Background: an optimization exercise with open tools, aiming at small area. Do not read the settings as production practice. In this exercise RTL edits were held to simulation tests only and were not proved equivalent to the original. Power figures rest on the tool's default switching activity, not on a simulated workload.

// hart
module hart #(
    parameter RESET_ADDR = 32'h00000000
) (
    input  wire        i_clk,
    input  wire        i_rst,
    output wire [31:0] o_imem_raddr,
    input  wire [31:0] i_imem_rdata,
    output wire [31:0] o_dmem_addr,
    output wire        o_dmem_ren,
    output wire        o_dmem_wen,
    output wire [31:0] o_dmem_wdata,
    output wire [ 3:0] o_dmem_mask,
    input  wire [31:0] i_dmem_rdata,
    output wire        o_retire_valid,
    output wire [31:0] o_retire_inst,
    output wire        o_retire_trap,
    output wire        o_retire_halt,
    output wire [ 4:0] o_retire_rs1_raddr,
    output wire [ 4:0] o_retire_rs2_raddr,
    output wire [31:0] o_retire_rs1_rdata,
    output wire [31:0] o_retire_rs2_rdata,
    output wire [ 4:0] o_retire_rd_waddr,
    output wire [31:0] o_retire_rd_wdata,
    output wire [31:0] o_retire_pc,
    output wire [31:0] o_retire_next_pc
);
For scale: about 2000 cells after synthesis, ~380 I/O pins, roughly 28000 um^2 of cells after synthesis.
Settings: LEC_CHECK=0, ABC_AREA=1, CAP_MARGIN=20, CORE_MARGIN=2, CORE_UTILIZATION=40, PLACE_DENSITY=0.85, SETUP_SLACK_MARGIN=0.5, SLEW_MARGIN=20; clock period 13.0 ns.
standard.sh (not shown) runs the stock make flow with config.mk's settings and CLKGATE_MAP_FILE= SYNTH_SCRIPT=/design/flow/synth_recipe.tcl, a recipe that flattens the netlist after the stock synthesis.
==> flow/flow/run.sh <==
#!/bin/bash
# Layout flow: the standard flow, with three changes:
#  1. after the standard synthesis, the combinational logic is mapped again
#     by ABC for area (amap; the smallest of a few scripts); the
#     flip-flops are kept as they are, with
#     their names and cell types;
#  2. the port buffers are the smallest buffer (buf_1);
#  3. a clock tree of clkbuf_4 without dummy loads.
set -euo pipefail
here=$(pwd)
R=$here/orfs/results/sky130hd/hart/base
LIB=$FLOW_HOME/platforms/sky130hd/lib/sky130_fd_sc_hd__tt_025C_1v80.lib

# 1. standard synthesis, up to the Yosys netlist
bash standard.sh $R/1_2_yosys.v > synth.log 2>&1
cp $R/1_2_yosys.v $here/standard_synth.v

# 2. remap the combinational logic: a few ABC area scripts, keep the smallest
DU=$(sed 's/^/-dont_use /' flow/dont_use.txt | tr '\n' ' ')
SEQ=$(grep -o '^ *sky130_fd_sc_hd__[a-z0-9_]*' standard_synth.v | sort -u | grep -E '__(df|edf|sdf|dl|conb)' | tr '\n' ' ')
scripts=(
  "strash;dch,-f;amap,-F,20,-A,20;topo"
  "strash;dch,-f;amap,-F,20,-A,20,-E,1;topo"
  "strash;&get,-n;&deepsyn,-T,60;&put;dch,-f;amap,-F,20,-A,20;topo"
  "strash;&get,-n;&deepsyn,-T,60;&put;dch,-f;amap,-F,20,-A,20,-E,1;topo"
)
for i in "${!scripts[@]}"; do
  cat > remap_$i.ys <<EOY
read_liberty -ignore_miss_func $LIB
read_verilog $here/standard_synth.v
hierarchy -top hart
blackbox $SEQ
flatten
opt_clean -purge
abc -liberty $LIB $DU -script +${scripts[$i]}
opt_clean -purge
splitnets
opt_clean -purge
hilomap -singleton -hicell sky130_fd_sc_hd__conb_1 HI -locell sky130_fd_sc_hd__conb_1 LO
insbuf -buf sky130_fd_sc_hd__buf_4 A X
opt_clean -purge
tee -o $here/remap_$i.stat stat -liberty $LIB
write_verilog -noattr -nohex -nodec $here/remap_$i.v
EOY
  yosys -s remap_$i.ys > remap_$i.log 2>&1 &
done
wait
best=$(for i in "${!scripts[@]}"; do
  echo "$(grep 'Chip area for module' remap_$i.stat | tail -1 | awk '{print $NF}') $i"
done | sort -g | head -1 | awk '{print $2}')
echo "remap: candidate $best chosen" > remap_choice.txt
for i in "${!scripts[@]}"; do grep 'Chip area for module' remap_$i.stat | tail -1 >> remap_choice.txt; done
python3 flow/remap.py remap_$best.v $R/1_2_yosys.v

# 3. the rest of the standard flow
export BUFFER_PORTS_ARGS="-buffer_cell sky130_fd_sc_hd__buf_1"
export CTS_ARGS="-sink_clustering_enable -repair_clock_nets -buf_list sky130_fd_sc_hd__clkbuf_4 -dont_use_dummy_load -sink_clustering_size 13 -sink_clustering_max_diameter 35"
bash standard.sh > layout.log 2>&1
Other scripts of this flow, unchanged in this note and not shown: flow/flow/dont_use.txt, flow/flow/remap.py
==> next run, changes <==
--- a/flow/flow/run.sh
+++ b/flow/flow/run.sh
@@ -57 +57 @@
-export CTS_ARGS="-sink_clustering_enable -repair_clock_nets -buf_list sky130_fd_sc_hd__clkbuf_4 -dont_use_dummy_load -sink_clustering_size 13 -sink_clustering_max_diameter 35"
+export CTS_ARGS="-sink_clustering_enable -repair_clock_nets -buf_list sky130_fd_sc_hd__clkbuf_4 -dont_use_dummy_load -sink_clustering_size 13 -sink_clustering_max_diameter 40"
--- a/flow/config.mk
+++ b/flow/config.mk
@@ -12 +11,0 @@
-export PLACE_DENSITY = 0.85
Effect:
- The new run completed with no timing, DRC or antenna violations
- fmax goes up by about 0.6%
- routed wire length increases by 3.6%
- hold slack improved by 0.0080 ns
- cell area is about the same
==> next run, changes <==
--- a/flow/flow/run.sh
+++ b/flow/flow/run.sh
@@ -57 +57 @@
-export CTS_ARGS="-sink_clustering_enable -repair_clock_nets -buf_list sky130_fd_sc_hd__clkbuf_4 -dont_use_dummy_load -sink_clustering_size 13 -sink_clustering_max_diameter 40"
+export CTS_ARGS="-sink_clustering_enable -repair_clock_nets -buf_list sky130_fd_sc_hd__clkbuf_4 -dont_use_dummy_load -sink_clustering_size 12 -sink_clustering_max_diameter 40"
--- a/flow/config.mk
+++ b/flow/config.mk
@@ -11,0 +12 @@
+export GPL_TIMING_DRIVEN = 0
After rerunning: Cell count came out higher by 9.4%. Combinational power goes up by about 20%. Clock power increases by about 9%. Non-clock buffer count came out higher by 271. Global-route usage grows by 0.55 points. Via count goes up by about 8%. Fmax decreases by 2.4%. Total power came out higher by about 2.7%. Worst setup slack got worse by 0.29 ns. Cell area went up by 7.5%.
==> next run, changes <==
--- a/flow/flow/run.sh
+++ b/flow/flow/run.sh
@@ -25,0 +26,4 @@
+  "strash;&get,-n;&deepsyn,-T,60,-S,2;&put;dch,-f;amap,-F,20,-A,20;topo"
+  "strash;&get,-n;&deepsyn,-T,60,-S,3;&put;dch,-f;amap,-F,20,-A,20;topo"
+  "strash;&get,-n;&synch2;&deepsyn,-T,60;&put;dch,-f;amap,-F,20,-A,20;topo"
+  "strash;dc2;&get,-n;&deepsyn,-T,60;&put;dch,-f;amap,-F,20,-A,20;topo"
--- a/flow/config.mk
+++ b/flow/config.mk
@@ -12 +11,0 @@
-export GPL_TIMING_DRIVEN = 0
Outcome: Maximum frequency came out higher by 1.8%. Clock power came out lower by about 6%. Count of clock-buffer cells in the layout came out lower by 13. Core utilization came out lower by 3.1 points. Worst hold slack gets better by 0.021 ns.

-- port drivers added, routing unchanged --
The flow's constraints put no driver on any port. The routed layouts listed below were extracted and timed again, unchanged, in two steps.
Step 1: set_driving_cell puts a clkbuf_16 on i_clk and a buf_2 on each other input, an assumption about the parent block.
Step 2, shift: input delay + t, output delay - t, t = (earliest + latest rising clock arrival at the registers) / 2. This alone moves slack from input paths to output paths.
a / b / c = ideal / step 1 / step 2; a / b = the first two.
run	shift t [ns]	slack for setup (ns)	hold WS [ns]	worst setup path at the end	latest minus earliest clock arrival (ns)
the first run	0.861	1.234 / 1.201 / 1.201	0.230 / 0.230 / 0.230	input to output	0.172 / 0.172
the second run	0.880	1.301 / 1.269 / 1.269	0.238 / 0.238 / 0.238	input to output	0.100 / 0.100
the third run	0.936	1.012 / 0.928 / 0.928	0.252 / 0.252 / 0.252	input to output	0.112 / 0.111
the fourth run	0.867	1.228 / 1.199 / 1.199	0.273 / 0.273 / 0.273	input to output	0.092 / 0.093
After both steps every run listed still meets setup and hold. The setup slack of the third run, which loses most, moves by -0.084 ns with the drivers and by -0.084 ns with both steps.
